This is an optimization exercise on Yosys and OpenROAD, whose aim is small area, not a production implementation.
Function was checked by simulation only, so behaviour that the tests miss may differ from the original.

==> flow/design.v (outline; a module is shown in full before it is edited, if it fits) <==
// module fa: 4 lines
// module ha: 4 lines
// module sel3: 3 lines
// module conv_pe_sr: 1006 lines
module conv_pe_sr#(parameter WIDTH = 9, parameter DW = 2 * WIDTH + 3)
(
    input clk,
    input rst_n,
    input [WIDTH-1:0] data_in,
    input data_valid,
    input [WIDTH-1:0] weight_in,
    input weight_valid,
    output [DW-1:0] data_out,
    output out_valid
);
  // ...
==> flow/run.sh <==
#!/bin/bash
# synth_recipe.tcl (not shown) runs the flow's synth.tcl, then flattens the netlist and writes it again
# the make line also repeats each setting of config.mk as NAME=value (left out here)
make -C /OpenROAD-flow-scripts/flow DESIGN_CONFIG=/design/flow/config.mk WORK_HOME=/design/flow/orfs CLKGATE_MAP_FILE= SYNTH_SCRIPT=/design/flow/synth_recipe.tcl finish
==> flow/config.mk <==
export PLATFORM = sky130hd
export DESIGN_NAME = conv_pe_sr
export DESIGN_NICKNAME = conv_pe_sr
export VERILOG_FILES = /design/flow/design.v
export SDC_FILE = /design/flow/constraint.sdc
export NUM_CORES = 8
export LEC_CHECK = 0
export CAP_MARGIN = 20
export CORE_MARGIN = 2
export CORE_UTILIZATION = 60
export CTS_BUF_LIST = sky130_fd_sc_hd__clkbuf_8
export CTS_CLUSTER_DIAMETER = 60
export CTS_CLUSTER_SIZE = 16
export SLEW_MARGIN = 20
export SYNTH_HIERARCHICAL = 1
export SYNTH_MINIMUM_KEEP_SIZE = 0
==> flow/constraint.sdc <==
create_clock -name core_clock -period 10.0 [get_ports {clk}]
set_input_delay 2.0000 -clock core_clock [delete_from_list [all_inputs] [get_ports {clk}]]
set_output_delay 2.0000 -clock core_clock [all_outputs]
set_load 0.01 [all_outputs]
==> results.toml, run 1 <==
[status]
outcome = "complete, no violations"

[synthesis]
synth.avg_cell_area_um2 = 19.1
synth_top_area_cell = "sky130_fd_sc_hd__edfxtp_1"
post_synth_xor_area_fraction = 0.00242
post_synth_fa_ha_maj_area_fraction = 0.243
synthArstFlopShare = 0
synth.area.mux_share = 0.000276
netlist_area_um2 = 36300

[clocking]
tritoncts = "done"
cts_max_path_buffers = 3
clk_root_buffer_cell = "sky130_fd_sc_hd__clkbuf_8"

[critical_path]
critical-path-top-delay-family = "adder cells"
critPathMaxStageDelay_ns = 0.69
worst-r2r-cell-count = 25
cp_num_buf_inv = 5
critPathCapture = "res_lo[15]"
reg2reg_setup_slack_ns = 1.03
cp-startpoint = "pix[576]"
timing_worst_setup_path_type = "flop to flop"
critPathLaunchType = "flop"

[floorplan]
die_width_um = 250
io_pins = 44
start_util = 0.604

[min_path]
hold_path_class = "flop to flop"
worstHoldEndpoint = "pix[186]"

[cells_and_area]
layout.area.top_class = "registers"
layout.cells.most_common_list = "715 x sky130_fd_sc_hd__edfxtp_1, 423 x sky130_fd_sc_hd__fa_1, 360 x sky130_fd_sc_hd__a222oi_1"
nonClockInverterCount = 73
summed_area_of_non_filler_cells_in_the_final_layout_um2 = 39100
layoutNonFillerInstCount = 2859
nFillCells = 3983
max_reg_flops = 594

[global_routing]
grt_most_used_layer = "met1"
largest_net_degree_at_the_start_of_global_routing = 192
grt.met3_usage = 0.112

[route]
post_drt_via_cell_ratio = 7.28
via_count = 20803
met2WireLength_um = 42600

[timing]
final_slew_violations = 0
==> inputs of run 2 (changes only) <==
--- a/flow/design.v
+++ b/flow/design.v
@@ -706,85 +706,85 @@
 wire s828, c829; fa us828 (.a(pp84), .b(pp96), .ci(pp129), .s(s828), .co(c829));
 wire s830, c831; fa us830 (.a(pp141), .b(pp153), .ci(pp165), .s(s830), .co(c831));
 wire s832, c833; fa us832 (.a(pp177), .b(pp189), .ci(pp201), .s(s832), .co(c833));
 wire s834, c835; fa us834 (.a(pp213), .b(pp246), .ci(pp258), .s(s834), .co(c835));
 wire s836, c837; fa us836 (.a(pp270), .b(pp282), .ci(pp294), .s(s836), .co(c837));
 wire s838, c839; fa us838 (.a(pp306), .b(pp318), .ci(pp330), .s(s838), .co(c839));
 wire s840, c841; fa us840 (.a(pp363), .b(pp375), .ci(pp387), .s(s840), .co(c841));
 wire s842, c843; fa us842 (.a(pp399), .b(pp411), .ci(pp423), .s(s842), .co(c843));
-wire s844, c845; fa us844 (.a(pp435), .b(pp447), .ci(~pp459), .s(s844), .co(c845));
-wire s846, c847; fa us846 (.a(c755), .b(c757), .ci(c759), .s(s846), .co(c847));
-wire s848, c849; fa us848 (.a(c761), .b(c763), .ci(c765), .s(s848), .co(c849));
-wire s850, c851; fa us850 (.a(c767), .b(c769), .ci(c771), .s(s850), .co(c851));
-wire s852, c853; fa us852 (.a(c773), .b(s824), .ci(s826), .s(s852), .co(c853));
-wire s854, c855; fa us854 (.a(s828), .b(s830), .ci(s832), .s(s854), .co(c855));
-wire s856, c857; fa us856 (.a(s834), .b(s836), .ci(s838), .s(s856), .co(c857));
-wire s858, c859; fa us858 (.a(s840), .b(s842), .ci(s844), .s(s858), .co(c859));
-wire s860, c861; fa us860 (.a(c775), .b(c777), .ci(c779), .s(s860), .co(c861));
-wire s862, c863; fa us862 (.a(c781), .b(c783), .ci(c785), .s(s862), .co(c863));
-wire s864, c865; fa us864 (.a(c787), .b(s846), .ci(s848), .s(s864), .co(c865));
-wire s866, c867; fa us866 (.a(s850), .b(s852), .ci(s854), .s(s866), .co(c867));
-wire s868, c869; fa us868 (.a(s856), .b(s858), .ci(c789), .s(s868), .co(c869));
-wire s870, c871; fa us870 (.a(s822), .b(pp477), .ci(pp541), .s(s870), .co(c871));
-wire s872, c873; fa us872 (.a(pp485), .b(pp493), .ci(pp501), .s(s872), .co(c873));
-wire s874, c875; fa us874 (.a(pp509), .b(pp517), .ci(pp525), .s(s874), .co(c875));
-wire s876, c877; fa us876 (.a(pp533), .b(s860), .ci(c791), .s(s876), .co(c877));
-wire s878, c879; fa us878 (.a(c793), .b(c795), .ci(s862), .s(s878), .co(c879));
-wire s880, c881; fa us880 (.a(s864), .b(s866), .ci(c797), .s(s880), .co(c881));
-wire s882, c883; fa us882 (.a(c799), .b(c801), .ci(c803), .s(s882), .co(c883));
-wire s884, c885; fa us884 (.a(s868), .b(s872), .ci(s874), .s(s884), .co(c885));
-wire s886, c887; fa us886 (.a(c805), .b(s876), .ci(s878), .s(s886), .co(c887));
-wire s888, c889; fa us888 (.a(c807), .b(c809), .ci(s880), .s(s888), .co(c889));
-wire s890, c891; fa us890 (.a(c811), .b(s882), .ci(s884), .s(s890), .co(c891));
-wire s892, c893; fa us892 (.a(s886), .b(c813), .ci(c815), .s(s892), .co(c893));
-wire s894, c895; fa us894 (.a(s888), .b(s890), .ci(c817), .s(s894), .co(c895));
-wire s896, c897; fa us896 (.a(s892), .b(c819), .ci(s894), .s(s896), .co(c897));
-wire s898, c899; fa us898 (.a(~s870), .b(s896), .ci(c821), .s(s898), .co(c899));
+wire s844, c845; fa us844 (.a(pp435), .b(pp447), .ci(c755), .s(s844), .co(c845));
+wire s846, c847; fa us846 (.a(c757), .b(c759), .ci(c761), .s(s846), .co(c847));
+wire s848, c849; fa us848 (.a(c763), .b(c765), .ci(c767), .s(s848), .co(c849));
+wire s850, c851; fa us850 (.a(c769), .b(c771), .ci(c773), .s(s850), .co(c851));
+wire s852, c853; fa us852 (.a(s824), .b(s826), .ci(s828), .s(s852), .co(c853));
+wire s854, c855; fa us854 (.a(s830), .b(s832), .ci(s834), .s(s854), .co(c855));
+wire s856, c857; fa us856 (.a(s836), .b(s838), .ci(s840), .s(s856), .co(c857));
+wire s858, c859; fa us858 (.a(s842), .b(c775), .ci(c777), .s(s858), .co(c859));
+wire s860, c861; fa us860 (.a(c779), .b(c781), .ci(c783), .s(s860), .co(c861));
+wire s862, c863; fa us862 (.a(c785), .b(c787), .ci(s844), .s(s862), .co(c863));
+wire s864, c865; fa us864 (.a(s846), .b(s848), .ci(s850), .s(s864), .co(c865));
+wire s866, c867; fa us866 (.a(s852), .b(s854), .ci(s856), .s(s866), .co(c867));
+wire s868, c869; fa us868 (.a(pp459), .b(s822), .ci(pp477), .s(s868), .co(c869));
+wire s870, c871; fa us870 (.a(c789), .b(pp485), .ci(pp493), .s(s870), .co(c871));
+wire s872, c873; fa us872 (.a(pp501), .b(pp509), .ci(pp517), .s(s872), .co(c873));
+wire s874, c875; fa us874 (.a(pp525), .b(pp533), .ci(s858), .s(s874), .co(c875));
+wire s876, c877; fa us876 (.a(c791), .b(c793), .ci(c795), .s(s876), .co(c877));
+wire s878, c879; fa us878 (.a(s860), .b(s862), .ci(s864), .s(s878), .co(c879));
+wire s880, c881; fa us880 (.a(s866), .b(c797), .ci(c799), .s(s880), .co(c881));
+wire s882, c883; fa us882 (.a(c801), .b(c803), .ci(s870), .s(s882), .co(c883));
+wire s884, c885; fa us884 (.a(s872), .b(s874), .ci(c805), .s(s884), .co(c885));
+wire s886, c887; fa us886 (.a(s876), .b(s878), .ci(c807), .s(s886), .co(c887));
+wire s888, c889; fa us888 (.a(c809), .b(s880), .ci(c811), .s(s888), .co(c889));
+wire s890, c891; fa us890 (.a(s882), .b(s884), .ci(c813), .s(s890), .co(c891));
+wire s892, c893; fa us892 (.a(s886), .b(c815), .ci(s888), .s(s892), .co(c893));
+wire s894, c895; fa us894 (.a(s890), .b(c817), .ci(s892), .s(s894), .co(c895));
+wire s896, c897; fa us896 (.a(pp541), .b(s868), .ci(~c819), .s(s896), .co(c897));
+wire s898, c899; fa us898 (.a(s894), .b(~s896), .ci(c821), .s(s898), .co(c899));
 wire s900 = ~(pp13 ^ pp109); wire c901 = pp13 | pp109;
 wire s902, c903; fa us902 (.a(pp130), .b(pp226), .ci(pp247), .s(s902), .co(c903));
 wire s904, c905; fa us904 (.a(pp343), .b(pp364), .ci(pp460), .s(s904), .co(c905));
 wire s906, c907; fa us906 (.a(pp25), .b(pp37), .ci(pp49), .s(s906), .co(c907));
 wire s908, c909; fa us908 (.a(pp61), .b(pp73), .ci(pp85), .s(s908), .co(c909));
 wire s910, c911; fa us910 (.a(pp97), .b(pp142), .ci(pp154), .s(s910), .co(c911));
 wire s912, c913; fa us912 (.a(pp166), .b(pp178), .ci(pp190), .s(s912), .co(c913));
 wire s914, c915; fa us914 (.a(pp202), .b(pp214), .ci(pp259), .s(s914), .co(c915));
 wire s916, c917; fa us916 (.a(pp271), .b(pp283), .ci(pp295), .s(s916), .co(c917));
 wire s918, c919; fa us918 (.a(pp307), .b(pp319), .ci(pp331), .s(s918), .co(c919));
 wire s920, c921; fa us920 (.a(pp376), .b(pp388), .ci(pp400), .s(s920), .co(c921));
 wire s922, c923; fa us922 (.a(pp412), .b(pp424), .ci(pp436), .s(s922), .co(c923));
 wire s924, c925; fa us924 (.a(pp448), .b(c825), .ci(c827), .s(s924), .co(c925));
 wire s926, c927; fa us926 (.a(c829), .b(c831), .ci(c833), .s(s926), .co(c927));
 wire s928, c929; fa us928 (.a(c835), .b(c837), .ci(c839), .s(s928), .co(c929));
-wire s930, c931; fa us930 (.a(c841), .b(c843), .ci(c845), .s(s930), .co(c931));
-wire s932, c933; fa us932 (.a(s900), .b(c823), .ci(s902), .s(s932), .co(c933));
-wire s934, c935; fa us934 (.a(s906), .b(s908), .ci(s910), .s(s934), .co(c935));
-wire s936, c937; fa us936 (.a(s912), .b(s914), .ci(s916), .s(s936), .co(c937));
-wire s938, c939; fa us938 (.a(s918), .b(s920), .ci(s922), .s(s938), .co(c939));
+wire s930, c931; fa us930 (.a(s900), .b(c823), .ci(s902), .s(s930), .co(c931));
+wire s932, c933; fa us932 (.a(c841), .b(c843), .ci(s906), .s(s932), .co(c933));
+wire s934, c935; fa us934 (.a(s908), .b(s910), .ci(s912), .s(s934), .co(c935));
+wire s936, c937; fa us936 (.a(s914), .b(s916), .ci(s918), .s(s936), .co(c937));
+wire s938, c939; fa us938 (.a(s920), .b(s922), .ci(c845), .s(s938), .co(c939));
 wire s940, c941; fa us940 (.a(c847), .b(c849), .ci(c851), .s(s940), .co(c941));
 wire s942, c943; fa us942 (.a(c853), .b(c855), .ci(c857), .s(s942), .co(c943));
-wire s944, c945; fa us944 (.a(c859), .b(s924), .ci(s926), .s(s944), .co(c945));
-wire s946, c947; fa us946 (.a(s928), .b(s930), .ci(s934), .s(s946), .co(c947));
-wire s948, c949; fa us948 (.a(s936), .b(s938), .ci(c861), .s(s948), .co(c949));
-wire s950, c951; fa us950 (.a(s904), .b(s932), .ci(pp486), .s(s950), .co(c951));
-wire s952, c953; fa us952 (.a(pp494), .b(pp502), .ci(pp510), .s(s952), .co(c953));
-wire s954, c955; fa us954 (.a(pp518), .b(pp526), .ci(pp534), .s(s954), .co(c955));
+wire s944, c945; fa us944 (.a(s924), .b(s926), .ci(s928), .s(s944), .co(c945));
+wire s946, c947; fa us946 (.a(s932), .b(s934), .ci(s936), .s(s946), .co(c947));
+wire s948, c949; fa us948 (.a(s904), .b(s930), .ci(pp486), .s(s948), .co(c949));
+wire s950, c951; fa us950 (.a(c859), .b(pp494), .ci(pp502), .s(s950), .co(c951));
+wire s952, c953; fa us952 (.a(pp510), .b(pp518), .ci(pp526), .s(s952), .co(c953));
+wire s954, c955; fa us954 (.a(pp534), .b(s938), .ci(c861), .s(s954), .co(c955));
 wire s956, c957; fa us956 (.a(s940), .b(c863), .ci(c865), .s(s956), .co(c957));
 wire s958, c959; fa us958 (.a(c867), .b(s942), .ci(s944), .s(s958), .co(c959));
-wire s960, c961; fa us960 (.a(s946), .b(c869), .ci(c873), .s(s960), .co(c961));
-wire s962, c963; fa us962 (.a(c875), .b(c877), .ci(s948), .s(s962), .co(c963));
-wire s964, c965; fa us964 (.a(pp542), .b(c871), .ci(s950), .s(s964), .co(c965));
-wire s966, c967; fa us966 (.a(s952), .b(s954), .ci(c879), .s(s966), .co(c967));
+wire s960, c961; fa us960 (.a(s946), .b(c871), .ci(c873), .s(s960), .co(c961));
+wire s962, c963; fa us962 (.a(pp542), .b(c869), .ci(s948), .s(s962), .co(c963));
+wire s964, c965; fa us964 (.a(c875), .b(s950), .ci(s952), .s(s964), .co(c965));
+wire s966, c967; fa us966 (.a(c877), .b(s954), .ci(c879), .s(s966), .co(c967));
 wire s968, c969; fa us968 (.a(s956), .b(s958), .ci(c881), .s(s968), .co(c969));
-wire s970, c971; fa us970 (.a(c883), .b(c885), .ci(s960), .s(s970), .co(c971));
-wire s972, c973; fa us972 (.a(s962), .b(c887), .ci(s966), .s(s972), .co(c973));
-wire s974, c975; fa us974 (.a(s968), .b(c889), .ci(c891), .s(s974), .co(c975));
-wire s976, c977; fa us976 (.a(s970), .b(s972), .ci(c893), .s(s976), .co(c977));
+wire s970, c971; fa us970 (.a(c883), .b(s960), .ci(c885), .s(s970), .co(c971));
+wire s972, c973; fa us972 (.a(s964), .b(s966), .ci(c887), .s(s972), .co(c973));
+wire s974, c975; fa us974 (.a(c889), .b(s968), .ci(s970), .s(s974), .co(c975));
+wire s976, c977; fa us976 (.a(c891), .b(s972), .ci(c893), .s(s976), .co(c977));
 wire s978, c979; fa us978 (.a(s974), .b(c895), .ci(s976), .s(s978), .co(c979));
-wire s980, c981; fa us980 (.a(~s964), .b(c897), .ci(s978), .s(s980), .co(c981));
+wire s980, c981; fa us980 (.a(s962), .b(c897), .ci(~s978), .s(s980), .co(c981));
 wire s982 = ~(pp26 ^ pp110); wire c983 = pp26 | pp110;
 wire s984, c985; fa us984 (.a(pp143), .b(pp227), .ci(pp260), .s(s984), .co(c985));
 wire s986, c987; fa us986 (.a(pp344), .b(pp377), .ci(pp461), .s(s986), .co(c987));
 wire s988, c989; fa us988 (.a(pp38), .b(pp50), .ci(pp62), .s(s988), .co(c989));
 wire s990, c991; fa us990 (.a(pp74), .b(pp86), .ci(pp98), .s(s990), .co(c991));
 wire s992, c993; fa us992 (.a(pp155), .b(pp167), .ci(pp179), .s(s992), .co(c993));
 wire s994, c995; fa us994 (.a(pp191), .b(pp203), .ci(pp215), .s(s994), .co(c995));
 wire s996, c997; fa us996 (.a(pp272), .b(pp284), .ci(pp296), .s(s996), .co(c997));
@@ -794,37 +794,37 @@
 wire s1004, c1005; fa us1004 (.a(c901), .b(s982), .ci(c903), .s(s1004), .co(c1005));
 wire s1006, c1007; fa us1006 (.a(c907), .b(c909), .ci(c911), .s(s1006), .co(c1007));
 wire s1008, c1009; fa us1008 (.a(c913), .b(c915), .ci(c917), .s(s1008), .co(c1009));
 wire s1010, c1011; fa us1010 (.a(c919), .b(c921), .ci(c923), .s(s1010), .co(c1011));
 wire s1012, c1013; fa us1012 (.a(c905), .b(s984), .ci(s986), .s(s1012), .co(c1013));
 wire s1014, c1015; fa us1014 (.a(s988), .b(s990), .ci(s992), .s(s1014), .co(c1015));
 wire s1016, c1017; fa us1016 (.a(s994), .b(s996), .ci(s998), .s(s1016), .co(c1017));
 wire s1018, c1019; fa us1018 (.a(s1000), .b(s1002), .ci(c925), .s(s1018), .co(c1019));
-wire s1020, c1021; fa us1020 (.a(c927), .b(c929), .ci(c931), .s(s1020), .co(c1021));
-wire s1022, c1023; fa us1022 (.a(c935), .b(c937), .ci(c939), .s(s1022), .co(c1023));
-wire s1024, c1025; fa us1024 (.a(s1006), .b(s1008), .ci(s1010), .s(s1024), .co(c1025));
-wire s1026, c1027; fa us1026 (.a(c933), .b(s1004), .ci(s1012), .s(s1026), .co(c1027));
-wire s1028, c1029; fa us1028 (.a(s1014), .b(s1016), .ci(c941), .s(s1028), .co(c1029));
+wire s1020, c1021; fa us1020 (.a(c927), .b(c929), .ci(c933), .s(s1020), .co(c1021));
+wire s1022, c1023; fa us1022 (.a(c935), .b(c937), .ci(s1006), .s(s1022), .co(c1023));
+wire s1024, c1025; fa us1024 (.a(c931), .b(s1004), .ci(s1012), .s(s1024), .co(c1025));
+wire s1026, c1027; fa us1026 (.a(s1008), .b(s1010), .ci(s1014), .s(s1026), .co(c1027));
+wire s1028, c1029; fa us1028 (.a(s1016), .b(c939), .ci(c941), .s(s1028), .co(c1029));
 wire s1030, c1031; fa us1030 (.a(pp503), .b(pp511), .ci(pp519), .s(s1030), .co(c1031));
 wire s1032, c1033; fa us1032 (.a(pp527), .b(pp535), .ci(s1018), .s(s1032), .co(c1033));
-wire s1034, c1035; fa us1034 (.a(s1020), .b(c943), .ci(c945), .s(s1034), .co(c1035));
-wire s1036, c1037; fa us1036 (.a(c947), .b(s1022), .ci(s1024), .s(s1036), .co(c1037));
-wire s1038, c1039; fa us1038 (.a(pp495), .b(pp543), .ci(s1026), .s(s1038), .co(c1039));
-wire s1040, c1041; fa us1040 (.a(c949), .b(c953), .ci(c955), .s(s1040), .co(c1041));
+wire s1034, c1035; fa us1034 (.a(c943), .b(c945), .ci(s1020), .s(s1034), .co(c1035));
+wire s1036, c1037; fa us1036 (.a(pp495), .b(pp543), .ci(s1024), .s(s1036), .co(c1037));
+wire s1038, c1039; fa us1038 (.a(c947), .b(s1022), .ci(s1026), .s(s1038), .co(c1039));
+wire s1040, c1041; fa us1040 (.a(c951), .b(c953), .ci(c955), .s(s1040), .co(c1041));
 wire s1042, c1043; fa us1042 (.a(s1028), .b(c957), .ci(s1030), .s(s1042), .co(c1043));
 wire s1044, c1045; fa us1044 (.a(s1032), .b(c959), .ci(s1034), .s(s1044), .co(c1045));
-wire s1046, c1047; fa us1046 (.a(c951), .b(s1038), .ci(c965), .s(s1046), .co(c1047));
-wire s1048, c1049; fa us1048 (.a(s1036), .b(c961), .ci(c963), .s(s1048), .co(c1049));
+wire s1046, c1047; fa us1046 (.a(c949), .b(s1036), .ci(c963), .s(s1046), .co(c1047));
+wire s1048, c1049; fa us1048 (.a(s1038), .b(c961), .ci(c965), .s(s1048), .co(c1049));
 wire s1050, c1051; fa us1050 (.a(s1040), .b(c967), .ci(s1042), .s(s1050), .co(c1051));
 wire s1052, c1053; fa us1052 (.a(s1044), .b(c969), .ci(c971), .s(s1052), .co(c1053));
 wire s1054, c1055; fa us1054 (.a(s1048), .b(c973), .ci(s1050), .s(s1054), .co(c1055));
 wire s1056, c1057; fa us1056 (.a(c975), .b(s1052), .ci(s1054), .s(s1056), .co(c1057));
 wire s1058, c1059; fa us1058 (.a(c977), .b(s1056), .ci(c979), .s(s1058), .co(c1059));
-wire s1060, c1061; fa us1060 (.a(~s1046), .b(c981), .ci(s1058), .s(s1060), .co(c1061));
+wire s1060, c1061; fa us1060 (.a(s1046), .b(c981), .ci(~s1058), .s(s1060), .co(c1061));
 wire s1062 = ~(pp39 ^ pp111); wire c1063 = pp39 | pp111;
 wire s1064, c1065; fa us1064 (.a(pp156), .b(pp228), .ci(pp273), .s(s1064), .co(c1065));
 wire s1066, c1067; fa us1066 (.a(pp345), .b(pp390), .ci(pp462), .s(s1066), .co(c1067));
 wire s1068, c1069; fa us1068 (.a(pp51), .b(pp63), .ci(pp75), .s(s1068), .co(c1069));
 wire s1070, c1071; fa us1070 (.a(pp87), .b(pp99), .ci(pp168), .s(s1070), .co(c1071));
 wire s1072, c1073; fa us1072 (.a(pp180), .b(pp192), .ci(pp204), .s(s1072), .co(c1073));
 wire s1074, c1075; fa us1074 (.a(pp216), .b(pp285), .ci(pp297), .s(s1074), .co(c1075));
 wire s1076, c1077; fa us1076 (.a(pp309), .b(pp321), .ci(pp333), .s(s1076), .co(c1077));
@@ -839,29 +839,29 @@
 wire s1094, c1095; fa us1094 (.a(s1078), .b(c1007), .ci(c1009), .s(s1094), .co(c1095));
 wire s1096, c1097; fa us1096 (.a(c1005), .b(c1013), .ci(s1080), .s(s1096), .co(c1097));
 wire s1098, c1099; fa us1098 (.a(c1011), .b(c1015), .ci(c1017), .s(s1098), .co(c1099));
 wire s1100, c1101; fa us1100 (.a(s1082), .b(s1084), .ci(s1086), .s(s1100), .co(c1101));
 wire s1102, c1103; fa us1102 (.a(s1090), .b(s1092), .ci(c1019), .s(s1102), .co(c1103));
 wire s1104, c1105; fa us1104 (.a(s1088), .b(pp504), .ci(pp544), .s(s1104), .co(c1105));
 wire s1106, c1107; fa us1106 (.a(c1021), .b(pp512), .ci(pp520), .s(s1106), .co(c1107));
 wire s1108, c1109; fa us1108 (.a(pp528), .b(pp536), .ci(s1094), .s(s1108), .co(c1109));
-wire s1110, c1111; fa us1110 (.a(c1023), .b(c1025), .ci(s1098), .s(s1110), .co(c1111));
+wire s1110, c1111; fa us1110 (.a(c1023), .b(c1027), .ci(s1098), .s(s1110), .co(c1111));
 wire s1112, c1113; fa us1112 (.a(s1100), .b(c1029), .ci(c1031), .s(s1112), .co(c1113));
 wire s1114, c1115; fa us1114 (.a(c1033), .b(s1102), .ci(c1035), .s(s1114), .co(c1115));
-wire s1116, c1117; fa us1116 (.a(c1027), .b(s1096), .ci(s1104), .s(s1116), .co(c1117));
-wire s1118, c1119; fa us1118 (.a(s1106), .b(s1108), .ci(c1037), .s(s1118), .co(c1119));
+wire s1116, c1117; fa us1116 (.a(c1025), .b(s1096), .ci(s1104), .s(s1116), .co(c1117));
+wire s1118, c1119; fa us1118 (.a(s1106), .b(s1108), .ci(c1039), .s(s1118), .co(c1119));
 wire s1120, c1121; fa us1120 (.a(s1110), .b(c1041), .ci(c1043), .s(s1120), .co(c1121));
 wire s1122, c1123; fa us1122 (.a(s1112), .b(c1045), .ci(s1114), .s(s1122), .co(c1123));
-wire s1124, c1125; fa us1124 (.a(c1039), .b(s1116), .ci(c1047), .s(s1124), .co(c1125));
+wire s1124, c1125; fa us1124 (.a(c1037), .b(s1116), .ci(c1047), .s(s1124), .co(c1125));
 wire s1126, c1127; fa us1126 (.a(s1118), .b(c1049), .ci(c1051), .s(s1126), .co(c1127));
 wire s1128, c1129; fa us1128 (.a(s1120), .b(s1122), .ci(c1053), .s(s1128), .co(c1129));
-wire s1130, c1131; fa us1130 (.a(~s1124), .b(c1055), .ci(s1126), .s(s1130), .co(c1131));
-wire s1132, c1133; fa us1132 (.a(s1128), .b(c1057), .ci(s1130), .s(s1132), .co(c1133));
-wire s1134, c1135; fa us1134 (.a(s1132), .b(c1059), .ci(c1061), .s(s1134), .co(c1135));
+wire s1130, c1131; fa us1130 (.a(s1126), .b(c1055), .ci(s1128), .s(s1130), .co(c1131));
+wire s1132, c1133; fa us1132 (.a(c1057), .b(s1130), .ci(c1059), .s(s1132), .co(c1133));
+wire s1134, c1135; fa us1134 (.a(s1124), .b(c1061), .ci(~s1132), .s(s1134), .co(c1135));
 wire s1136, c1137; fa us1136 (.a(pp52), .b(pp112), .ci(pp169), .s(s1136), .co(c1137));
 wire s1138, c1139; fa us1138 (.a(pp229), .b(pp286), .ci(pp346), .s(s1138), .co(c1139));
 wire s1140, c1141; fa us1140 (.a(pp64), .b(pp76), .ci(pp88), .s(s1140), .co(c1141));
 wire s1142, c1143; fa us1142 (.a(pp100), .b(pp181), .ci(pp193), .s(s1142), .co(c1143));
 wire s1144, c1145; fa us1144 (.a(pp205), .b(pp217), .ci(pp298), .s(s1144), .co(c1145));
 wire s1146, c1147; fa us1146 (.a(pp310), .b(pp322), .ci(pp334), .s(s1146), .co(c1147));
 wire s1148, c1149; fa us1148 (.a(pp415), .b(pp427), .ci(pp439), .s(s1148), .co(c1149));
 wire s1150, c1151; fa us1150 (.a(pp403), .b(pp463), .ci(c1063), .s(s1150), .co(c1151));
@@ -882,18 +882,18 @@
 wire s1180, c1181; fa us1180 (.a(c1103), .b(c1107), .ci(c1109), .s(s1180), .co(c1181));
 wire s1182, c1183; fa us1182 (.a(c1105), .b(s1170), .ci(s1174), .s(s1182), .co(c1183));
 wire s1184, c1185; fa us1184 (.a(s1172), .b(c1111), .ci(s1176), .s(s1184), .co(c1185));
 wire s1186, c1187; fa us1186 (.a(s1178), .b(c1113), .ci(c1115), .s(s1186), .co(c1187));
 wire s1188, c1189; fa us1188 (.a(s1180), .b(c1119), .ci(s1184), .s(s1188), .co(c1189));
 wire s1190, c1191; fa us1190 (.a(c1121), .b(s1186), .ci(c1123), .s(s1190), .co(c1191));
 wire s1192, c1193; fa us1192 (.a(c1117), .b(s1182), .ci(c1125), .s(s1192), .co(c1193));
 wire s1194, c1195; fa us1194 (.a(s1188), .b(c1127), .ci(s1190), .s(s1194), .co(c1195));
-wire s1196, c1197; fa us1196 (.a(c1129), .b(c1131), .ci(s1194), .s(s1196), .co(c1197));
-wire s1198, c1199; fa us1198 (.a(~s1192), .b(c1133), .ci(s1196), .s(s1198), .co(c1199));
+wire s1196, c1197; fa us1196 (.a(c1129), .b(s1194), .ci(c1131), .s(s1196), .co(c1197));
+wire s1198, c1199; fa us1198 (.a(~s1192), .b(s1196), .ci(c1133), .s(s1198), .co(c1199));
 wire s1200, c1201; fa us1200 (.a(pp65), .b(pp113), .ci(pp182), .s(s1200), .co(c1201));
 wire s1202, c1203; fa us1202 (.a(pp230), .b(pp299), .ci(pp347), .s(s1202), .co(c1203));
 wire s1204, c1205; fa us1204 (.a(pp77), .b(pp89), .ci(pp101), .s(s1204), .co(c1205));
 wire s1206, c1207; fa us1206 (.a(pp194), .b(pp206), .ci(pp218), .s(s1206), .co(c1207));
 wire s1208, c1209; fa us1208 (.a(pp311), .b(pp323), .ci(pp335), .s(s1208), .co(c1209));
 wire s1210, c1211; fa us1210 (.a(pp428), .b(pp440), .ci(pp452), .s(s1210), .co(c1211));
 wire s1212, c1213; fa us1212 (.a(pp416), .b(pp464), .ci(c1137), .s(s1212), .co(c1213));
 wire s1214, c1215; fa us1214 (.a(c1141), .b(c1143), .ci(c1145), .s(s1214), .co(c1215));
@@ -907,113 +907,113 @@
 wire s1230, c1231; fa us1230 (.a(s1220), .b(c1165), .ci(pp530), .s(s1230), .co(c1231));
 wire s1232, c1233; fa us1232 (.a(pp538), .b(c1167), .ci(c1169), .s(s1232), .co(c1233));
 wire s1234, c1235; fa us1234 (.a(pp546), .b(s1222), .ci(c1171), .s(s1234), .co(c1235));
 wire s1236, c1237; fa us1236 (.a(s1224), .b(s1226), .ci(c1173), .s(s1236), .co(c1237));
 wire s1238, c1239; fa us1238 (.a(c1177), .b(s1230), .ci(c1179), .s(s1238), .co(c1239));
 wire s1240, c1241; fa us1240 (.a(c1175), .b(s1228), .ci(s1234), .s(s1240), .co(c1241));
 wire s1242, c1243; fa us1242 (.a(s1232), .b(c1181), .ci(s1236), .s(s1242), .co(c1243));
 wire s1244, c1245; fa us1244 (.a(c1185), .b(s1238), .ci(c1187), .s(s1244), .co(c1245));
-wire s1246, c1247; fa us1246 (.a(c1183), .b(s1240), .ci(~s1242), .s(s1246), .co(c1247));
-wire s1248, c1249; fa us1248 (.a(c1189), .b(s1244), .ci(c1191), .s(s1248), .co(c1249));
-wire s1250, c1251; fa us1250 (.a(s1246), .b(c1193), .ci(~c1195), .s(s1250), .co(c1251));
-wire s1252, c1253; fa us1252 (.a(s1248), .b(c1197), .ci(~s1250), .s(s1252), .co(c1253));
+wire s1246, c1247; fa us1246 (.a(s1242), .b(c1189), .ci(s1244), .s(s1246), .co(c1247));
+wire s1248, c1249; fa us1248 (.a(c1183), .b(s1240), .ci(c1193), .s(s1248), .co(c1249));
+wire s1250, c1251; fa us1250 (.a(c1191), .b(s1246), .ci(c1195), .s(s1250), .co(c1251));
+wire s1252, c1253; fa us1252 (.a(~s1248), .b(s1250), .ci(c1197), .s(s1252), .co(c1253));
 wire s1254, c1255; fa us1254 (.a(pp78), .b(pp114), .ci(pp195), .s(s1254), .co(c1255));
 wire s1256, c1257; fa us1256 (.a(pp231), .b(pp312), .ci(pp348), .s(s1256), .co(c1257));
 wire s1258, c1259; fa us1258 (.a(pp90), .b(pp102), .ci(pp207), .s(s1258), .co(c1259));
 wire s1260, c1261; fa us1260 (.a(pp219), .b(pp324), .ci(pp336), .s(s1260), .co(c1261));
-wire s1262, c1263; fa us1262 (.a(~pp429), .b(pp441), .ci(pp453), .s(s1262), .co(c1263));
-wire s1264, c1265; fa us1264 (.a(pp465), .b(c1201), .ci(c1203), .s(s1264), .co(c1265));
-wire s1266, c1267; fa us1266 (.a(c1205), .b(c1207), .ci(c1209), .s(s1266), .co(c1267));
-wire s1268, c1269; fa us1268 (.a(c1211), .b(s1258), .ci(s1260), .s(s1268), .co(c1269));
-wire s1270, c1271; fa us1270 (.a(s1254), .b(s1256), .ci(c1213), .s(s1270), .co(c1271));
-wire s1272, c1273; fa us1272 (.a(s1262), .b(c1215), .ci(c1219), .s(s1272), .co(c1273));
-wire s1274, c1275; fa us1274 (.a(c1221), .b(s1266), .ci(s1268), .s(s1274), .co(c1275));
-wire s1276, c1277; fa us1276 (.a(c1217), .b(s1264), .ci(pp531), .s(s1276), .co(c1277));
-wire s1278, c1279; fa us1278 (.a(pp547), .b(s1270), .ci(c1223), .s(s1278), .co(c1279));
-wire s1280, c1281; fa us1280 (.a(pp539), .b(c1225), .ci(c1227), .s(s1280), .co(c1281));
-wire s1282, c1283; fa us1282 (.a(s1272), .b(s1274), .ci(c1231), .s(s1282), .co(c1283));
-wire s1284, c1285; fa us1284 (.a(c1229), .b(s1276), .ci(s1278), .s(s1284), .co(c1285));
-wire s1286, c1287; fa us1286 (.a(c1233), .b(s1280), .ci(c1237), .s(s1286), .co(c1287));
-wire s1288, c1289; fa us1288 (.a(c1235), .b(s1284), .ci(c1241), .s(s1288), .co(c1289));
-wire s1290, c1291; fa us1290 (.a(s1282), .b(c1239), .ci(s1286), .s(s1290), .co(c1291));
-wire s1292, c1293; fa us1292 (.a(c1243), .b(c1245), .ci(s1290), .s(s1292), .co(c1293));
-wire s1294, c1295; fa us1294 (.a(s1288), .b(c1247), .ci(~c1249), .s(s1294), .co(c1295));
-wire s1296, c1297; fa us1296 (.a(~s1292), .b(c1251), .ci(s1294), .s(s1296), .co(c1297));
+wire s1262, c1263; fa us1262 (.a(pp429), .b(pp465), .ci(c1201), .s(s1262), .co(c1263));
+wire s1264, c1265; fa us1264 (.a(pp441), .b(pp453), .ci(c1205), .s(s1264), .co(c1265));
+wire s1266, c1267; fa us1266 (.a(c1207), .b(c1209), .ci(c1211), .s(s1266), .co(c1267));
+wire s1268, c1269; fa us1268 (.a(c1203), .b(s1254), .ci(s1256), .s(s1268), .co(c1269));
+wire s1270, c1271; fa us1270 (.a(s1258), .b(s1260), .ci(c1215), .s(s1270), .co(c1271));
+wire s1272, c1273; fa us1272 (.a(c1213), .b(c1217), .ci(s1262), .s(s1272), .co(c1273));
+wire s1274, c1275; fa us1274 (.a(c1219), .b(c1221), .ci(s1264), .s(s1274), .co(c1275));
+wire s1276, c1277; fa us1276 (.a(s1268), .b(pp531), .ci(pp547), .s(s1276), .co(c1277));
+wire s1278, c1279; fa us1278 (.a(s1266), .b(pp539), .ci(c1225), .s(s1278), .co(c1279));
+wire s1280, c1281; fa us1280 (.a(s1270), .b(c1227), .ci(s1274), .s(s1280), .co(c1281));
+wire s1282, c1283; fa us1282 (.a(c1223), .b(s1272), .ci(c1229), .s(s1282), .co(c1283));
+wire s1284, c1285; fa us1284 (.a(c1231), .b(s1278), .ci(c1233), .s(s1284), .co(c1285));
+wire s1286, c1287; fa us1286 (.a(s1276), .b(c1235), .ci(s1282), .s(s1286), .co(c1287));
+wire s1288, c1289; fa us1288 (.a(s1280), .b(c1237), .ci(c1239), .s(s1288), .co(c1289));
+wire s1290, c1291; fa us1290 (.a(s1284), .b(c1243), .ci(s1288), .s(s1290), .co(c1291));
+wire s1292, c1293; fa us1292 (.a(c1245), .b(s1290), .ci(c1247), .s(s1292), .co(c1293));
+wire s1294, c1295; fa us1294 (.a(c1241), .b(s1286), .ci(c1249), .s(s1294), .co(c1295));
+wire s1296, c1297; fa us1296 (.a(s1292), .b(c1251), .ci(c1253), .s(s1296), .co(c1297));
 wire s1298, c1299; fa us1298 (.a(pp91), .b(pp115), .ci(pp208), .s(s1298), .co(c1299));
 wire s1300, c1301; fa us1300 (.a(pp232), .b(pp325), .ci(pp349), .s(s1300), .co(c1301));
 wire s1302, c1303; fa us1302 (.a(pp103), .b(pp220), .ci(pp337), .s(s1302), .co(c1303));
-wire s1304, c1305; fa us1304 (.a(pp442), .b(~pp454), .ci(pp466), .s(s1304), .co(c1305));
-wire s1306, c1307; fa us1306 (.a(c1259), .b(c1261), .ci(c1263), .s(s1306), .co(c1307));
-wire s1308, c1309; fa us1308 (.a(c1255), .b(c1257), .ci(s1298), .s(s1308), .co(c1309));
-wire s1310, c1311; fa us1310 (.a(s1300), .b(~s1302), .ci(s1304), .s(s1310), .co(c1311));
-wire s1312, c1313; fa us1312 (.a(c1267), .b(c1269), .ci(s1306), .s(s1312), .co(c1313));
-wire s1314, c1315; fa us1314 (.a(c1265), .b(s1308), .ci(s1310), .s(s1314), .co(c1315));
-wire s1316, c1317; fa us1316 (.a(c1271), .b(pp540), .ci(pp548), .s(s1316), .co(c1317));
-wire s1318, c1319; fa us1318 (.a(c1273), .b(c1275), .ci(s1312), .s(s1318), .co(c1319));
-wire s1320, c1321; fa us1320 (.a(s1314), .b(c1277), .ci(c1279), .s(s1320), .co(c1321));
-wire s1322, c1323; fa us1322 (.a(c1281), .b(s1318), .ci(c1283), .s(s1322), .co(c1323));
+wire s1304, c1305; fa us1304 (.a(pp442), .b(pp466), .ci(c1255), .s(s1304), .co(c1305));
+wire s1306, c1307; fa us1306 (.a(pp454), .b(c1259), .ci(c1261), .s(s1306), .co(c1307));
+wire s1308, c1309; fa us1308 (.a(c1257), .b(s1298), .ci(s1300), .s(s1308), .co(c1309));
+wire s1310, c1311; fa us1310 (.a(s1302), .b(c1265), .ci(c1267), .s(s1310), .co(c1311));
+wire s1312, c1313; fa us1312 (.a(c1263), .b(c1269), .ci(s1304), .s(s1312), .co(c1313));
+wire s1314, c1315; fa us1314 (.a(s1308), .b(pp540), .ci(pp548), .s(s1314), .co(c1315));
+wire s1316, c1317; fa us1316 (.a(s1306), .b(c1271), .ci(s1310), .s(s1316), .co(c1317));
+wire s1318, c1319; fa us1318 (.a(c1273), .b(s1312), .ci(c1277), .s(s1318), .co(c1319));
+wire s1320, c1321; fa us1320 (.a(c1275), .b(c1279), .ci(c1281), .s(s1320), .co(c1321));
+wire s1322, c1323; fa us1322 (.a(s1314), .b(c1283), .ci(s1318), .s(s1322), .co(c1323));
 wire s1324, c1325; fa us1324 (.a(s1316), .b(c1285), .ci(s1320), .s(s1324), .co(c1325));
-wire s1326, c1327; fa us1326 (.a(c1287), .b(s1322), .ci(c1291), .s(s1326), .co(c1327));
-wire s1328, c1329; fa us1328 (.a(s1324), .b(c1289), .ci(~c1293), .s(s1328), .co(c1329));
-wire s1330, c1331; fa us1330 (.a(~s1326), .b(c1295), .ci(s1328), .s(s1330), .co(c1331));
+wire s1326, c1327; fa us1326 (.a(c1289), .b(s1324), .ci(c1291), .s(s1326), .co(c1327));
+wire s1328, c1329; fa us1328 (.a(c1287), .b(s1322), .ci(c1295), .s(s1328), .co(c1329));
+wire s1330, c1331; fa us1330 (.a(s1326), .b(c1293), .ci(c1297), .s(s1330), .co(c1331));
 wire s1332, c1333; fa us1332 (.a(pp104), .b(pp116), .ci(pp221), .s(s1332), .co(c1333));
 wire s1334, c1335; fa us1334 (.a(pp233), .b(pp338), .ci(pp350), .s(s1334), .co(c1335));
 wire s1336, c1337; fa us1336 (.a(pp455), .b(pp467), .ci(c1299), .s(s1336), .co(c1337));
-wire s1338, c1339; fa us1338 (.a(c1301), .b(c1305), .ci(s1332), .s(s1338), .co(c1339));
-wire s1340, c1341; fa us1340 (.a(s1334), .b(c1309), .ci(c1311), .s(s1340), .co(c1341));
-wire s1342, c1343; fa us1342 (.a(c1303), .b(c1307), .ci(~s1336), .s(s1342), .co(c1343));
-wire s1344, c1345; fa us1344 (.a(s1338), .b(c1315), .ci(s1340), .s(s1344), .co(c1345));
-wire s1346, c1347; fa us1346 (.a(pp549), .b(c1313), .ci(s1342), .s(s1346), .co(c1347));
-wire s1348, c1349; fa us1348 (.a(c1317), .b(s1344), .ci(c1321), .s(s1348), .co(c1349));
-wire s1350, c1351; fa us1350 (.a(c1319), .b(s1346), .ci(c1323), .s(s1350), .co(c1351));
-wire s1352, c1353; fa us1352 (.a(s1348), .b(c1325), .ci(~s1350), .s(s1352), .co(c1353));
+wire s1338, c1339; fa us1338 (.a(c1301), .b(s1332), .ci(s1334), .s(s1338), .co(c1339));
+wire s1340, c1341; fa us1340 (.a(c1305), .b(c1309), .ci(s1336), .s(s1340), .co(c1341));
+wire s1342, c1343; fa us1342 (.a(c1303), .b(c1307), .ci(c1311), .s(s1342), .co(c1343));
+wire s1344, c1345; fa us1344 (.a(s1338), .b(c1313), .ci(s1340), .s(s1344), .co(c1345));
+wire s1346, c1347; fa us1346 (.a(pp549), .b(c1317), .ci(s1342), .s(s1346), .co(c1347));
+wire s1348, c1349; fa us1348 (.a(c1315), .b(s1344), .ci(c1319), .s(s1348), .co(c1349));
+wire s1350, c1351; fa us1350 (.a(c1321), .b(s1346), .ci(c1325), .s(s1350), .co(c1351));
+wire s1352, c1353; fa us1352 (.a(s1348), .b(c1323), .ci(~s1350), .s(s1352), .co(c1353));
 wire s1354, c1355; fa us1354 (.a(~c1327), .b(s1352), .ci(c1329), .s(s1354), .co(c1355));
 wire s1356 = ~(~pp117 ^ ~pp234); wire c1357 = ~pp117 | ~pp234;
 wire s1358, c1359; fa us1358 (.a(s1356), .b(c1333), .ci(c1335), .s(s1358), .co(c1359));
 wire s1360, c1361; fa us1360 (.a(c1337), .b(c1339), .ci(s1358), .s(s1360), .co(c1361));
 wire s1362, c1363; fa us1362 (.a(pp351), .b(pp468), .ci(c1343), .s(s1362), .co(c1363));
 wire s1364, c1365; fa us1364 (.a(c1341), .b(s1360), .ci(c1345), .s(s1364), .co(c1365));
 wire s1366, c1367; fa us1366 (.a(s1362), .b(c1347), .ci(~s1364), .s(s1366), .co(c1367));
-wire s1368, c1369; fa us1368 (.a(~c1349), .b(c1351), .ci(s1366), .s(s1368), .co(c1369));
+wire s1368, c1369; fa us1368 (.a(~c1349), .b(s1366), .ci(c1351), .s(s1368), .co(c1369));
 wire s1370, c1371; fa us1370 (.a(c1353), .b(~s1368), .ci(c1355), .s(s1370), .co(c1371));
 wire s1372 = ~(c1357 ^ c1359); wire c1373 = c1357 | c1359;
-wire s1374, c1375; fa us1374 (.a(s1372), .b(c1361), .ci(~c1363), .s(s1374), .co(c1375));
-wire s1376, c1377; fa us1376 (.a(s1374), .b(c1365), .ci(~c1367), .s(s1376), .co(c1377));
-wire s1378, c1379; fa us1378 (.a(~c1369), .b(s1376), .ci(c1371), .s(s1378), .co(c1379));
+wire s1374, c1375; fa us1374 (.a(s1372), .b(c1361), .ci(c1365), .s(s1374), .co(c1375));
+wire s1376, c1377; fa us1376 (.a(c1363), .b(~s1374), .ci(c1367), .s(s1376), .co(c1377));
+wire s1378, c1379; fa us1378 (.a(s1376), .b(c1369), .ci(~c1371), .s(s1378), .co(c1379));
 wire s1380 = ~(c1373 ^ c1375); wire c1381 = c1373 | c1375;
-wire s1382, c1383; fa us1382 (.a(s1380), .b(c1377), .ci(c1379), .s(s1382), .co(c1383));
+wire s1382, c1383; fa us1382 (.a(~s1380), .b(c1377), .ci(c1379), .s(s1382), .co(c1383));
 wire s1384 = c553 ^ s562; wire c1385 = ~(c553 | s562);
 wire s1386, c1387; fa us1386 (.a(c563), .b(s580), .ci(~c1385), .s(s1386), .co(c1387));
 wire s1388 = s608 ^ c1387; wire c1389 = ~(s608 | c1387);
-wire s1390, c1391; ha us1390 (.a(~s646), .b(c1389), .s(s1390), .co(c1391));
-wire s1392, c1393; ha us1392 (.a(~s694), .b(c1391), .s(s1392), .co(c1393));
-wire s1394, c1395; ha us1394 (.a(~s752), .b(c1393), .s(s1394), .co(c1395));
-wire s1396, c1397; ha us1396 (.a(~s820), .b(c1395), .s(s1396), .co(c1397));
-wire s1398, c1399; ha us1398 (.a(~s898), .b(c1397), .s(s1398), .co(c1399));
-wire s1400, c1401; fa us1400 (.a(c899), .b(s980), .ci(~c1399), .s(s1400), .co(c1401));
-wire s1402 = s1060 ^ c1401; wire c1403 = ~(s1060 | c1401);
-wire s1404, c1405; ha us1404 (.a(~s1134), .b(c1403), .s(s1404), .co(c1405));
-wire s1406, c1407; fa us1406 (.a(c1135), .b(s1198), .ci(~c1405), .s(s1406), .co(c1407));
-wire s1408, c1409; fa us1408 (.a(c1199), .b(s1252), .ci(c1407), .s(s1408), .co(c1409));
-wire s1410, c1411; fa us1410 (.a(c1253), .b(~s1296), .ci(c1409), .s(s1410), .co(c1411));
-wire s1412, c1413; fa us1412 (.a(c1297), .b(s1330), .ci(~c1411), .s(s1412), .co(c1413));
-reg [15:0] res_lo;
-reg [4:0] res_a;
-reg [4:0] res_b;
+wire s1390 = ~s646 ^ c1389; wire c1391 = ~s646 & c1389;
+wire s1392 = ~s694 ^ c1391; wire c1393 = ~s694 & c1391;
+wire s1394 = ~s752 ^ c1393; wire c1395 = ~s752 & c1393;
+wire s1396 = ~s820 ^ c1395; wire c1397 = ~s820 & c1395;
+wire s1398 = ~s898 ^ c1397; wire c1399 = ~s898 & c1397;
+wire s1400, c1401; fa us1400 (.a(~c899), .b(s980), .ci(c1399), .s(s1400), .co(c1401));
+wire s1402, c1403; ha us1402 (.a(s1060), .b(c1401), .s(s1402), .co(c1403));
+wire s1404, c1405; ha us1404 (.a(s1134), .b(c1403), .s(s1404), .co(c1405));
+wire s1406, c1407; fa us1406 (.a(c1135), .b(~s1198), .ci(c1405), .s(s1406), .co(c1407));
+wire s1408, c1409; fa us1408 (.a(c1199), .b(s1252), .ci(~c1407), .s(s1408), .co(c1409));
+wire s1410, c1411; fa us1410 (.a(~s1294), .b(s1296), .ci(c1409), .s(s1410), .co(c1411));
+wire s1412, c1413; fa us1412 (.a(~s1328), .b(s1330), .ci(c1411), .s(s1412), .co(c1413));
+wire s1414, c1415; fa us1414 (.a(c1331), .b(~s1354), .ci(c1413), .s(s1414), .co(c1415));
+reg [16:0] res_lo;
+reg [3:0] res_a;
+reg [3:0] res_b;
 reg res_c;
 always @(posedge clk)
 begin
-    res_lo <= {s1412, ~s1410, ~s1408, ~s1406, s1404, s1402, ~s1400, s1398, s1396, s1394, s1392, s1390, s1388, ~s1386, s1384, ~s552};
-    res_a <= {c1381, s1382, s1378, s1370, c1331};
-    res_b <= {c1383, 1'b0, 1'b0, 1'b0, s1354};
-    res_c <= c1413;
+    res_lo <= {~s1414, ~s1412, ~s1410, ~s1408, s1406, s1404, s1402, s1400, s1398, s1396, s1394, s1392, s1390, s1388, ~s1386, s1384, ~s552};
+    res_a <= {c1381, ~s1382, ~s1378, s1370};
+    res_b <= {~c1383, 1'b0, 1'b0, 1'b0};
+    res_c <= ~c1415;
 end
 assign out_valid = ov;
-wire [5:0] hi_c;
+wire [4:0] hi_c;
 assign hi_c[0] = res_c;
-fa uh0 (.a(res_a[0]), .b(res_b[0]), .ci(hi_c[0]), .s(data_out[16]), .co(hi_c[1]));
-fa uh1 (.a(res_a[1]), .b(res_b[1]), .ci(hi_c[1]), .s(data_out[17]), .co(hi_c[2]));
-fa uh2 (.a(res_a[2]), .b(res_b[2]), .ci(hi_c[2]), .s(data_out[18]), .co(hi_c[3]));
-fa uh3 (.a(res_a[3]), .b(res_b[3]), .ci(hi_c[3]), .s(data_out[19]), .co(hi_c[4]));
-fa uh4 (.a(res_a[4]), .b(res_b[4]), .ci(hi_c[4]), .s(data_out[20]), .co(hi_c[5]));
-assign data_out[15:0] = res_lo;
+fa uh0 (.a(res_a[0]), .b(res_b[0]), .ci(hi_c[0]), .s(data_out[17]), .co(hi_c[1]));
+fa uh1 (.a(res_a[1]), .b(res_b[1]), .ci(hi_c[1]), .s(data_out[18]), .co(hi_c[2]));
+fa uh2 (.a(res_a[2]), .b(res_b[2]), .ci(hi_c[2]), .s(data_out[19]), .co(hi_c[3]));
+fa uh3 (.a(res_a[3]), .b(res_b[3]), .ci(hi_c[3]), .s(data_out[20]), .co(hi_c[4]));
+assign data_out[16:0] = res_lo;
 endmodule
==> flow/config.mk (replaced) <==
export PLATFORM = sky130hd
export DESIGN_NAME = conv_pe_sr
export DESIGN_NICKNAME = conv_pe_sr
export VERILOG_FILES = /design/flow/design.v
export SDC_FILE = /design/flow/constraint.sdc
export NUM_CORES = 8
export LEC_CHECK = 0
export CAP_MARGIN = 20
export CORE_MARGIN = 2
export CORE_UTILIZATION = 40
export CTS_BUF_LIST = sky130_fd_sc_hd__clkbuf_8
export CTS_CLUSTER_DIAMETER = 60
export CTS_CLUSTER_SIZE = 16
export PLACE_DENSITY = 0.45
export SLEW_MARGIN = 20
export SYNTH_HIERARCHICAL = 1
export SYNTH_MINIMUM_KEEP_SIZE = 0
==> run 2 against run 1 <==
  * Still clean
  * Hold slack improved by 0.0023 ns
  * First-iteration DRC count fell by 7.0%
  * Wire length rose by 17%
  * Setup slack got worse by 0.61 ns
  * Register-to-register slack got worse by 0.61 ns
  * Critical path depth fell by 2
  * Sequential cell count fell by 1
  * Critical path type unchanged
  * Largest cell class unchanged
==> results.toml, run 2 <==
[clocking]
cts_hold_buf = 0
clkSinkCount = 747
tritoncts = "done"
clk_root_buffer_cell = "sky130_fd_sc_hd__clkbuf_8"
cts-htree-levels = 3
cts_max_path_buffers = 3
tritoncts_buffers = 75
postCtsResizedCells = 0
post-cts-setup-buffer-count = 0
clkSlewWorstSetupHoldPaths_ns = 0.10
worst_skew_pair.late_latency_ns = 0.74

[cells_and_area]
area_growth_syn_to_layout_pct = 11.7
final_nets = 2560
drive_above_1_share = 0.105
layout.cells.most_common_list = "715 x sky130_fd_sc_hd__edfxtp_1, 423 x sky130_fd_sc_hd__fa_1, 360 x sky130_fd_sc_hd__a222oi_1"
final_common_cell = "sky130_fd_sc_hd__edfxtp_1"
max_reg_flops = 594
nFillCells = 7855
largest_register = "pix"
reg_top3 = "pix: 594 flops, wreg: 81 flops, psum: 40 flops"

[critical_path]
critPathRequiredTime_ns = 10.65
reg2reg_setup_slack_ns = 0.42
cp_cell_sequence = "and2_1 -> a222oi_1 -> fa_1 -> fa_1 -> fa_1 -> fa_1 -> fa_1 -> fa_1 -> fa_1 -> fa_1 -> fa_1 -> inv_1 -> fa_1 -> fa_1 -> fa_1 -> ha_1 -> fa_1 -> inv_1 -> fa_1 -> fa_1 -> fa_1 -> fa_1 -> inv_1"
critical_path_s_slowest_cell = "sky130_fd_sc_hd__a222oi_1"
rr_startpoint = "pix[300]"
setup.worst_path.end_class = "flop"
critPathLaunchType = "flop"
critical-path-top-delay-family = "adder cells"
cp.arrival_ns = 10.23
critPathMaxStageDelay_ns = 0.65
path_max_fanout = 10
regToRegEndpoint = "res_lo[16]"
worst-r2r-cell-count = 23
cp_num_buf_inv = 3
critical_path.most_common_cell = "sky130_fd_sc_hd__fa_1"
timing_worst_setup_path_type = "flop to flop"

[global_routing]
antenna_violations_before_repair = 1
global_route.usage.total = 0.250
grt_first_pass_wirelength_um = 164000
globalRoute.totalOverflow = 0
grt_pass1_vias = 21329
largest_net_degree_at_the_start_of_global_routing = 195

[floorplan]
io_pins = 44
core-area_um2 = 89900
die_width_um = 305
die_h_um = 305
fp.dieArea_um2 = 92900
start_util = 0.403
placementRows = 110

[timing]
setup_violations = 0
maxSlewHeadroom = 0.194
final_slew_violations = 0
report.final.hold_viol_count = 0
tns_ns = 0
finalClockSkew_ns = 0.0266
finalCriticalPeriod_ns = 9.58
layout_worst_path_cycle_share = 0.958
fmax_ghz = 0.104
worst-slew-pin-transition_ns = 1.21
setup_repair_after_global_routing_missed_its_margin = "no"

[synthesis]
yosys.cell_count.top_type = "sky130_fd_sc_hd__edfxtp_1"
cell_types_with_the_highest_counts_after_synthesis = "715 x sky130_fd_sc_hd__edfxtp_1, 423 x sky130_fd_sc_hd__fa_1, 360 x sky130_fd_sc_hd__a222oi_1"
syn-instance-count = 1883
synthArstFlopShare = 0
synth_top_area_frac = 0.593
synth_enable_flop_cells = 715
yosys_most_used_dff = "sky130_fd_sc_hd__edfxtp_1"
synth_sequential_area_ratio = 0.611
netlist_area_um2 = 36200
yosys_warnings = 7
ys_top_cells_by_area = "sky130_fd_sc_hd__edfxtp_1 59%, sky130_fd_sc_hd__fa_1 23%, sky130_fd_sc_hd__a222oi_1 10%"
synth-seq-cells = 747
synth_top_area_cell = "sky130_fd_sc_hd__edfxtp_1"
synth.avg_cell_area_um2 = 19.2
synth_cell_types = 34

[route]
drc_violations = 0
detail_route.first_pass.iterations = 17
antenna_violating_nets_post_route = 0
post_drt_via_cell_ratio = 6.28
route.detailed.wl_per_inst_um = 34.7
finalWirelength_um = 115000
drt_iter0_markers = 4928
via_count = 20820

[job]
cap_violations = 0

[placed_design]
numPortBuffers = 43
gpl.final_weighted_congestion = 0.939
hpwlAfterDp_um = 83500

[min_path]
hold_path_class = "flop to flop"
whs_path_depth = 0
hold_path_startpoint = "pix[342]"
worstHoldEndpoint = "pix[351]"

[status]
outcome = "complete, no violations"
[run 2: layout make-up]
| type | count | area (um2) | share of cell area |
|---|---|---|---|
| inverters | 64 | 240 | 0.00595 |
| diodes | 4 | 10.0 | 0.000248 |
| multi-input cells | 1055 | 13800 | 0.341 |
| flip-flops and latches | 747 | 22100 | 0.547 |
| well taps | 1176 | 1470 | 0.0364 |
| repair buffers | 145 | 1230 | 0.0304 |
| clock buffers | 79 | 1090 | 0.0269 |
| clock inverters | 47 | 485 | 0.0120 |
[run 2: Yosys stat by module (local to each module, per instance)]
module | times used | flops+latches | cells
ha | 2 | 0 | 1
sel3 | 360 | 0 | 1
fa | 422 | 0 | 1
conv_pe_sr | 1 | 747 | 1099
[run 2: worst reg2reg max path, stage by stage, from the launching register on]
cell and delay (ns):
sky130_fd_sc_hd__edfxtp_1 0.49, sky130_fd_sc_hd__and2_1 0.35, sky130_fd_sc_hd__a222oi_1 0.65, sky130_fd_sc_hd__fa_1 0.61
sky130_fd_sc_hd__fa_1 0.50, sky130_fd_sc_hd__fa_1 0.42, sky130_fd_sc_hd__fa_1 0.46, sky130_fd_sc_hd__fa_1 0.47
sky130_fd_sc_hd__fa_1 0.53, sky130_fd_sc_hd__fa_1 0.43, sky130_fd_sc_hd__fa_1 0.40, sky130_fd_sc_hd__fa_1 0.51
sky130_fd_sc_hd__inv_1 0.05, sky130_fd_sc_hd__fa_1 0.38, sky130_fd_sc_hd__fa_1 0.43, sky130_fd_sc_hd__fa_1 0.52
sky130_fd_sc_hd__ha_1 0.18, sky130_fd_sc_hd__fa_1 0.19, sky130_fd_sc_hd__inv_1 0.05, sky130_fd_sc_hd__fa_1 0.49
sky130_fd_sc_hd__fa_1 0.43, sky130_fd_sc_hd__fa_1 0.39, sky130_fd_sc_hd__fa_1 0.50, sky130_fd_sc_hd__inv_1 0.04
[run 2: cell families after synthesis]
logic type / Yosys count / share of synthesized area
multiplexers: 1 / 0.000277
AND/OR/NAND/NOR: 210 / 0.0302
other: 1 / 0.000104
adder cells (fa/ha/maj): 450 / 0.243
AO/OA/AOI/OAI: 380 / 0.104
flip-flops: 747 / 0.611
XOR/XNOR: 11 / 0.00266
buffers and inverters: 83 / 0.00861
[run 2: worst max path at each step]
stage,from,end,slack [ns],cells after the start
detailed placement,data_in[1],res_lo[16],0.26,20
floorplan,data_in[2],res_lo[16],1.45,20
finish,pix[300],res_lo[16],0.42,23
global route,pix[299],res_lo[16],0.11,23
global placement,data_in[1],res_lo[16],0.29,20
CTS,pix[570],res_lo[16],0.38,23
[run 2: stage by stage]
step           setup WS (ns)  instance area [um2]  utilization  std cells  hold WS, ns
2_1_floorplan           1.45                36200            -       1885        0.400
3_5_place_dp           0.258                38800        0.432       3186        0.405
6_report               0.417                40400        0.450       3317        0.411
3_3_place_gp           0.291                38800        0.432       3186        0.401
5_1_grt                0.115                40400        0.450       3316        0.403
4_1_cts                0.382                40400        0.449       3312        0.411
[run 2: layer usage]
| layer | vias to the layer above | share of wire | track usage | wire length [um] |
|---|---|---|---|---|
| met5 | - | 0 | 0 | 0 |
| met3 | 194 | 0.097 | 0.0631 | 11100 |
| met2 | 1249 | 0.44 | 0.365 | 50100 |
| li1 | 8264 | - | - | - |
| met1 | 11113 | 0.43 | 0.367 | 49800 |
| met4 | 0 | 0.034 | 0.0824 | 3970 |

==> static timing again, ports no longer ideal <==
Ports are ideal in the flow. The routed layouts listed here were re-timed in OpenROAD. Step 1 sets driving cells, clkbuf_16 on the clock port and buf_2 on the other inputs (assumed; they add their load-dependent delay and slew). Step 2 times the ports against the registers' clock, not the clock port: input delays grow and output delays shrink by t, the midpoint of the rising clock arrivals with the driver on. Three values: no drivers, after step 1, after step 2; two values: the first two.
run | t (ns) | setup slack, ns | worst setup path after step 2
run 1 | 0.772 | 1.029 / 1.029 / 0.857 | input to register
run 2 | 0.796 | 0.417 / 0.417 / 0.296 | input to register
After both steps every run listed still meets setup and hold. The setup slack of run 1, which loses most, moves by 0.000 ns with the drivers and by -0.172 ns with both steps.
